This design comes from an exercise in tuning for small area and a short achievable clock period on the open sky130 flow, not from production work.
Function was checked by simulation only, so behaviour that the tests miss may differ from the original.
Power is estimated from default activity; no workload was simulated.

==> job 7136 <==
## gaussian
module gaussian #(
    parameter INIT_Z1 = 64'd5030521883283424767,
    parameter INIT_Z2 = 64'd18445829279364155008,
    parameter INIT_Z3 = 64'd18436106298727503359
)
(
    input clk,
    input rstn,
    input ce,
    output valid_out,
    output [15:0] data_out
);
make LEC_CHECK=0 CAP_MARGIN=20 CORE_MARGIN=2 CORE_UTILIZATION=50 SETUP_SLACK_MARGIN=5.0 SLEW_MARGIN=60 SYNTH_MEMORY_MAX_BITS=32768 finish   # period 8.0 ns
run.sh (not shown) runs the stock make flow with config.mk's settings and CLKGATE_MAP_FILE= SYNTH_SCRIPT=/design/flow/synth_recipe.tcl, a recipe that flattens the netlist after the stock synthesis.
==> job 6170: changes against job 7136 <==
--- a/flow/design.v
+++ b/flow/design.v
@@ -5808,41 +5808,43 @@
 end
 assign valid_out = vld[VL-1];
 wire [5:0] lz;
 gaussian_lzd u_gaussian_lzd (
     .data_in(word[63:3]),
     .data_out(lz)
 );
 reg [5:0]  a_lz;       
+reg [5:0]  a_lzp;      
 reg [1:0]  a_off;
-reg [14:0] a_x;        
+reg [14:0] a_x;
 reg        a_sign;
-reg [14:0] mask_n;
-integer i;
-always @(*) begin
-    for (i = 0; i < 15; i = i + 1)
-        mask_n[i] = (a_lz == 6'd46 + i);
-end
 always @(posedge clk) begin
     a_lz   <= word_rst ? 6'd0 : lz;
+    a_lzp  <= a_lz;
     a_off  <= {word[1], word[2]};
     a_x    <= {word[3], word[4], word[5], word[6], word[7],
                word[8], word[9], word[10], word[11], word[12],
-               word[13], word[14], word[15], word[16], word[17]} & ~mask_n;
+               word[13], word[14], word[15], word[16], word[17]};
     a_sign <= word[0];
 end
 wire [16:0] c2;
 gaussian_coef u_gaussian_coef (
     .addr({a_lz, a_off}),
     .c2(c2)
 );
+reg [14:0] mask_n;
+integer i;
+always @(*) begin
+    for (i = 0; i < 15; i = i + 1)
+        mask_n[i] = (a_lzp == 6'd46 + i);
+end
 gaussian_poly u_gaussian_poly (
     .clk(clk),
-    .x(a_x),
+    .x(a_x & ~mask_n),
     .c2(c2),
     .addr({a_lz, a_off}),    
     .sign(a_sign),
     .out(data_out)
 );
 endmodule
 module gaussian_poly (
     input clk,
@@ -7681,19 +7683,19 @@
 reg q6_1824;
 reg q6_1825;
 reg q6_1826;
 reg q6_1827;
 reg q6_1828;
 reg q6_1829;
 reg q6_1830;
 wire [37:0] us;
-wire [15:0] res;
 reg q5_1831;
 reg q6_1832;
+wire [15:0] res;
 gaussian_coef_k1 u_gaussian_coef_k1 (.addr({q1_8, q1_7, q1_6, q1_5, q1_4, q1_3, q1_2, q1_1}), .k1(k1v));
 gaussian_coef_kc u_gaussian_coef_kc (.addr({q3_24, q3_22, q3_20, q3_18, q3_16, q3_14, q3_12, q3_10}), .kc(kcv));
 assign p27 = q1_25 & q1_26;
 assign p29 = q1_25 & q1_28;
 assign p31 = q1_25 & q1_30;
 assign p33 = q1_25 & q1_32;
 assign p35 = q1_25 & q1_34;
 assign p37 = q1_25 & q1_36;
- CORE_UTILIZATION: 50 -> 40
- SLEW_MARGIN: 60 -> 20
==> job 833: changes against job 7136 <==
- CORE_UTILIZATION: 50 -> 55
- CTS_BUF_LIST: not set -> sky130_fd_sc_hd__clkbuf_8
- SLEW_MARGIN: 60 -> 20
==> notes <==
Job 7136 went through all stages and came out clean. Job 833 passed the timing, design-rule and antenna checks. Job 6170 passed the timing, design-rule and antenna checks. Hold slack: job 7136 is lower than job 833 (0.0033 ns). Clock skew: job 7136 is higher than job 833 (0.0085 ns). Synthesized area is the same in job 833 and job 7136. The lowest worst setup slack belongs to job 833, the highest to job 6170.
==> figures <==
metric                                                                                            job 833                                   job 6170                                   job 7136
Compound-Gate Fraction of Synth Area                                                                15.5%                                      16.4%                                      15.5%
Site Rows                                                                                             104                                        123                                        109
Worst hold path endpoint                                         u_gaussian_interp.u_gaussian_poly.q1_186  u_gaussian_interp.u_gaussian_poly.q5_1403  u_gaussian_interp.u_gaussian_poly.q5_1525
Multi-input gate area in the final layout                                                    29,400 sq um                               30,100 sq um                               29,400 sq um
Required time at the endpoint of the critical path                                                8.60 ns                                    8.59 ns                                    8.51 ns
Status                                                                                     finished clean                             finished clean                             finished clean
Fraction of power consumed by combinational cells                                                   60.2%                                      60.4%                                      58.7%
Insertion delay of the later-clocked pin in the worst-skew pair                                   0.76 ns                                    0.68 ns                                    0.67 ns
Final net count                                                                                     5,572                                      5,536                                      5,532
Signal buffers share of area                                                                        2.54%                                      2.43%                                      2.78%


==> wip/cedar: inputs <==
gaussian again, from the RTL that the note above started with.
==> flow/config.mk <==
export PLATFORM = sky130hd
export DESIGN_NAME = gaussian
export DESIGN_NICKNAME = gaussian
export VERILOG_FILES = /design/flow/design.v
export SDC_FILE = /design/flow/constraint.sdc
export NUM_CORES = 4
export LEC_CHECK = 0
export CAP_MARGIN = 20
export CORE_MARGIN = 2
export CORE_UTILIZATION = 50
export SETUP_SLACK_MARGIN = 5.0
export SLEW_MARGIN = 20
export SYNTH_MEMORY_MAX_BITS = 32768
==> flow/constraint.sdc <==
create_clock -name core_clock -period 8.0 [get_ports {clk}]
set_input_delay 1.6000 -clock core_clock [delete_from_list [all_inputs] [get_ports {clk}]]
set_output_delay 1.6000 -clock core_clock [all_outputs]
set_load 0.01 [all_outputs]
standard.sh (not shown) runs the stock make flow with config.mk's settings and CLKGATE_MAP_FILE= SYNTH_SCRIPT=/design/flow/synth_recipe.tcl, a recipe that flattens the netlist after the stock synthesis.
==> flow/flow/run.sh <==
#!/bin/bash
set -euo pipefail
sed 's/SETUP_SLACK_MARGIN=[0-9.]*/SETUP_SLACK_MARGIN=5.2/' standard.sh > standard_margin.sh
grep -q 'SETUP_SLACK_MARGIN=5.2' standard_margin.sh
bash standard_margin.sh finish > standard.log 2>&1
==> inputs of wip/sierra, as changes to wip/cedar <==
==> flow/run.sh (new file) <==
#!/bin/bash
# synth_recipe.tcl (not shown) runs the flow's synth.tcl, then flattens the netlist and writes it again
# the make line also repeats each setting of config.mk as NAME=value (left out here)
make -C /OpenROAD-flow-scripts/flow DESIGN_CONFIG=/design/flow/config.mk WORK_HOME=/design/flow/orfs CLKGATE_MAP_FILE= SYNTH_SCRIPT=/design/flow/synth_recipe.tcl finish
--- a/flow/config.mk
+++ b/flow/config.mk
@@ -7,3 +7,3 @@
 export LEC_CHECK = 0
-export CAP_MARGIN = 20
+export CAP_MARGIN = 40
 export CORE_MARGIN = 2
removed: flow/flow/run.sh
removed: flow/standard.sh
==> notes <==
In die area, wip/sierra and wip/cedar do not differ. Worst hold slack: wip/cedar is worse than wip/sierra (0.021 ns). Combinational power: wip/sierra is lower than wip/cedar (about 4%). Clock skew: wip/cedar is higher than wip/sierra (0.017 ns). Via count: wip/sierra is lower than wip/cedar (about 2%).
==> figures <==
Status: wip/sierra finished clean; wip/cedar finished clean
Fraction of layout instances using a drive strength above 1: wip/sierra 8.89%; wip/cedar 13.9%
FF/Latch Area: wip/sierra 13200 sq um; wip/cedar 13300 sq um
Number of global-route vias before repair: wip/sierra 37400; wip/cedar 37900
Clk_buf instances: wip/sierra 105; wip/cedar 108
Total power: wip/sierra 22.2 mW; wip/cedar 22.8 mW
Path depth of the worst reg2reg path: wip/sierra 11; wip/cedar 6
Iteration-0 DRC count of the detailed router: wip/sierra 5234; wip/cedar 5052
End point of the worst hold path: wip/sierra u_gaussian_interp.u_gaussian_poly.q3_24; wip/cedar u_gaussian_interp.u_gaussian_poly.q1_428
Post-placement cell area: wip/sierra 45700 sq um; wip/cedar 45600 sq um
Clock Network Area Fraction: wip/sierra 5.09%; wip/cedar 4.96%


==> inputs of job 7293 <==
Another version of the RTL of gaussian (not shown whole).
==> flow/config.mk <==
export PLATFORM = sky130hd
export DESIGN_NAME = gaussian
export DESIGN_NICKNAME = gaussian
export VERILOG_FILES = /design/flow/design.v
export SDC_FILE = /design/flow/constraint.sdc
export NUM_CORES = 4
export LEC_CHECK = 0
export CAP_MARGIN = 20
export CORE_MARGIN = 2
export CORE_UTILIZATION = 40
export SETUP_SLACK_MARGIN = 5.0
export SLEW_MARGIN = 20
export SYNTH_MEMORY_MAX_BITS = 32768
==> flow/constraint.sdc <==
create_clock -name core_clock -period 8.0 [get_ports {clk}]
set_input_delay 1.6000 -clock core_clock [delete_from_list [all_inputs] [get_ports {clk}]]
set_output_delay 1.6000 -clock core_clock [all_outputs]
set_load 0.01 [all_outputs]
run.sh (not shown) runs the stock make flow with config.mk's settings and CLKGATE_MAP_FILE= SYNTH_SCRIPT=/design/flow/synth_recipe.tcl, a recipe that flattens the netlist after the stock synthesis.
Stock flow here: none of the scripts above is used.
==> job 6633: changes against job 7293 <==
- SETUP_SLACK_MARGIN: 5.0 -> not set
==> run notes <==
Synthesized cell count is the same in job 7293 and job 6633.
Sequential share of layout area: job 6633 is higher than job 7293 (1.3 points).
Between job 7293 and job 6633, the lower register-to-register slack is in job 6633 (gap 1.3 ns).
Against job 7293, the cell area of job 6633 is smaller by 5.6%.
In job 6633 the clock power is smaller than in job 7293, by about 3%.
Die area is the same in job 6633 and job 7293.
Non-clock buffer count: job 7293 is higher than job 6633 (122).
Between job 7293 and job 6633, the lower maximum frequency is in job 6633 (gap 38%, measured against job 6633).
Against job 6633, the critical path depth of job 7293 is higher by 2.


==> job 1489: inputs <==
RTL: one of the versions met above, not the one the previous note started from.
// gaussian
module gaussian #(
    parameter INIT_Z1 = 64'd5030521883283424767,
    parameter INIT_Z2 = 64'd18445829279364155008,
    parameter INIT_Z3 = 64'd18436106298727503359
)
(
    input clk,
    input rstn,
    input ce,
    output valid_out,
    output [15:0] data_out
);
make LEC_CHECK=0 CAP_MARGIN=20 CORE_MARGIN=2 CORE_UTILIZATION=50 SETUP_SLACK_MARGIN=5.0 SLEW_MARGIN=20 SYNTH_MEMORY_MAX_BITS=32768 finish   # period 8.0 ns
==> inputs of job 3880, as changes to job 1489 <==
--- a/flow/config.mk
+++ b/flow/config.mk
@@ -5,9 +5,9 @@
 export SDC_FILE = /design/flow/constraint.sdc
 export NUM_CORES = 4
 export LEC_CHECK = 0
-export CAP_MARGIN = 20
+export CAP_MARGIN = 50
 export CORE_MARGIN = 2
 export CORE_UTILIZATION = 50
 export SETUP_SLACK_MARGIN = 5.0
-export SLEW_MARGIN = 20
+export SLEW_MARGIN = 40
 export SYNTH_MEMORY_MAX_BITS = 32768
==> inputs of job 3072, as changes to job 1489 <==
--- a/flow/config.mk
+++ b/flow/config.mk
@@ -8,6 +8,7 @@
 export CAP_MARGIN = 20
 export CORE_MARGIN = 2
 export CORE_UTILIZATION = 50
+export PLACE_DENSITY = 0.75
 export SETUP_SLACK_MARGIN = 5.0
 export SLEW_MARGIN = 20
 export SYNTH_MEMORY_MAX_BITS = 32768
==> impl_metrics.py <==
metrics = {
    "status": {
        "status": "timing/DRC/antenna clean",
    },
    "place": {
        "postPlaceCellArea_um2": 45900,
    },
    "sta": {
        "period_share_pct": 38.9,
        "tightest_slew_ns": 0.806,
    },
    "final_layout": {
        "multi_input_area_share_pct": 59.1,
    },
    "clocking": {
        "worst_skew_pair.late_latency_ns": 0.66,
        "cts_resized": 133,
    },
    "route": {
        "wl_met3_mm": 16.2,
        "viasPerCell": 6.17,
    },
    "power_and_ir_drop": {
        "clkPwrFrac_pct": 16.2,
    },
}
the above is filed under job 3880

==> impl_metrics.py <==
metrics = {
    "status": {
        "status": "timing/DRC/antenna clean",
    },
    "critical_path": {
        "r2r-start": "u_gaussian_interp.u_gaussian_poly.q1_2",
    },
    "route": {
        "wl_met3_mm": 14.2,
        "viasPerCell": 6.21,
    },
    "clocking": {
        "cts_resized": 154,
        "worst_skew_pair.late_latency_ns": 0.65,
    },
    "power_and_ir_drop": {
        "seqPwrFrac_pct": 24.6,
    },
    "sta": {
        "tightest_slew_ns": 1.05,
        "period_share_pct": 38.6,
    },
    "synth": {
        "yosys_warnings": 4,
    },
    "final_layout": {
        "multi_input_area_share_pct": 59.6,
    },
}
the above is filed under job 3072

==> impl_metrics.py <==
metrics = {
    "status": {
        "status": "timing/DRC/antenna clean",
    },
    "power_and_ir_drop": {
        "clkPwrFrac_pct": 15.7,
    },
    "place": {
        "postPlaceCellArea_um2": 45600,
        "pre_cts_ws_ns": 4.29,
    },
    "critical_path": {
        "r2r-start": "u_gaussian_interp.u_gaussian_poly.q1_3",
        "path_cells": "clkbuf_8 -> ha_1 -> nor3_1 -> a2111oi_0 -> a211o_1 -> o21ai_0 -> nand2_1 -> o311ai_0",
    },
    "clocking": {
        "worst_skew_pair.late_latency_ns": 0.65,
        "ctsRootBufferMaster": "clkbuf_16",
        "cts_resized": 156,
    },
    "synth": {
        "synth_mux_area_share_pct": 3.69,
    },
    "final_layout": {
        "buffers": 130,
    },
    "route": {
        "viasPerCell": 6.17,
    },
    "sta": {
        "period_share_pct": 38.3,
    },
}
the above is filed under job 1489

-- re-timing with driven ports --
The flow's constraints put no driver on any port. The routed layouts listed below were extracted and timed again, unchanged, in two steps. Step 1 assumes that a clkbuf_16 drives the clock port and a buf_2 every other input. Step 2 times the ports against the registers' clock, not the clock port: input delays grow and output delays shrink by t, the midpoint of the rising clock arrivals with the driver on. Three values: ideal, step 1, step 2; two values: the first two.
run	t, ns	slack for setup (ns)	worst setup path at the end	clock arrival spread, ns	slew at the worst register clock pin (ns)
job 7136	0.707	4.932 / 4.932 / 4.932	register to register	0.050 / 0.050	0.07 / 0.07
job 6170	0.730	4.981 / 4.981 / 4.981	register to register	0.057 / 0.057	0.08 / 0.08
job 833	0.800	4.892 / 4.892 / 4.892	register to register	0.041 / 0.041	0.07 / 0.07
wip/cedar	0.708	5.075 / 5.075 / 5.075	register to register	0.052 / 0.052	0.07 / 0.07
wip/sierra	0.705	4.930 / 4.930 / 4.930	register to register	0.037 / 0.038	0.07 / 0.07
job 7293	0.770	4.572 / 4.572 / 4.572	register to register	0.037 / 0.037	0.09 / 0.09
job 6633	0.743	3.278 / 3.278 / 3.278	register to register	0.050 / 0.050	0.08 / 0.08
job 1489	0.706	4.935 / 4.935 / 4.935	register to register	0.041 / 0.040	0.07 / 0.07
job 3880	0.704	4.891 / 4.891 / 4.891	register to register	0.057 / 0.057	0.08 / 0.08
job 3072	0.704	4.914 / 4.914 / 4.914	register to register	0.036 / 0.036	0.07 / 0.07
After both steps every run listed still meets setup and hold.
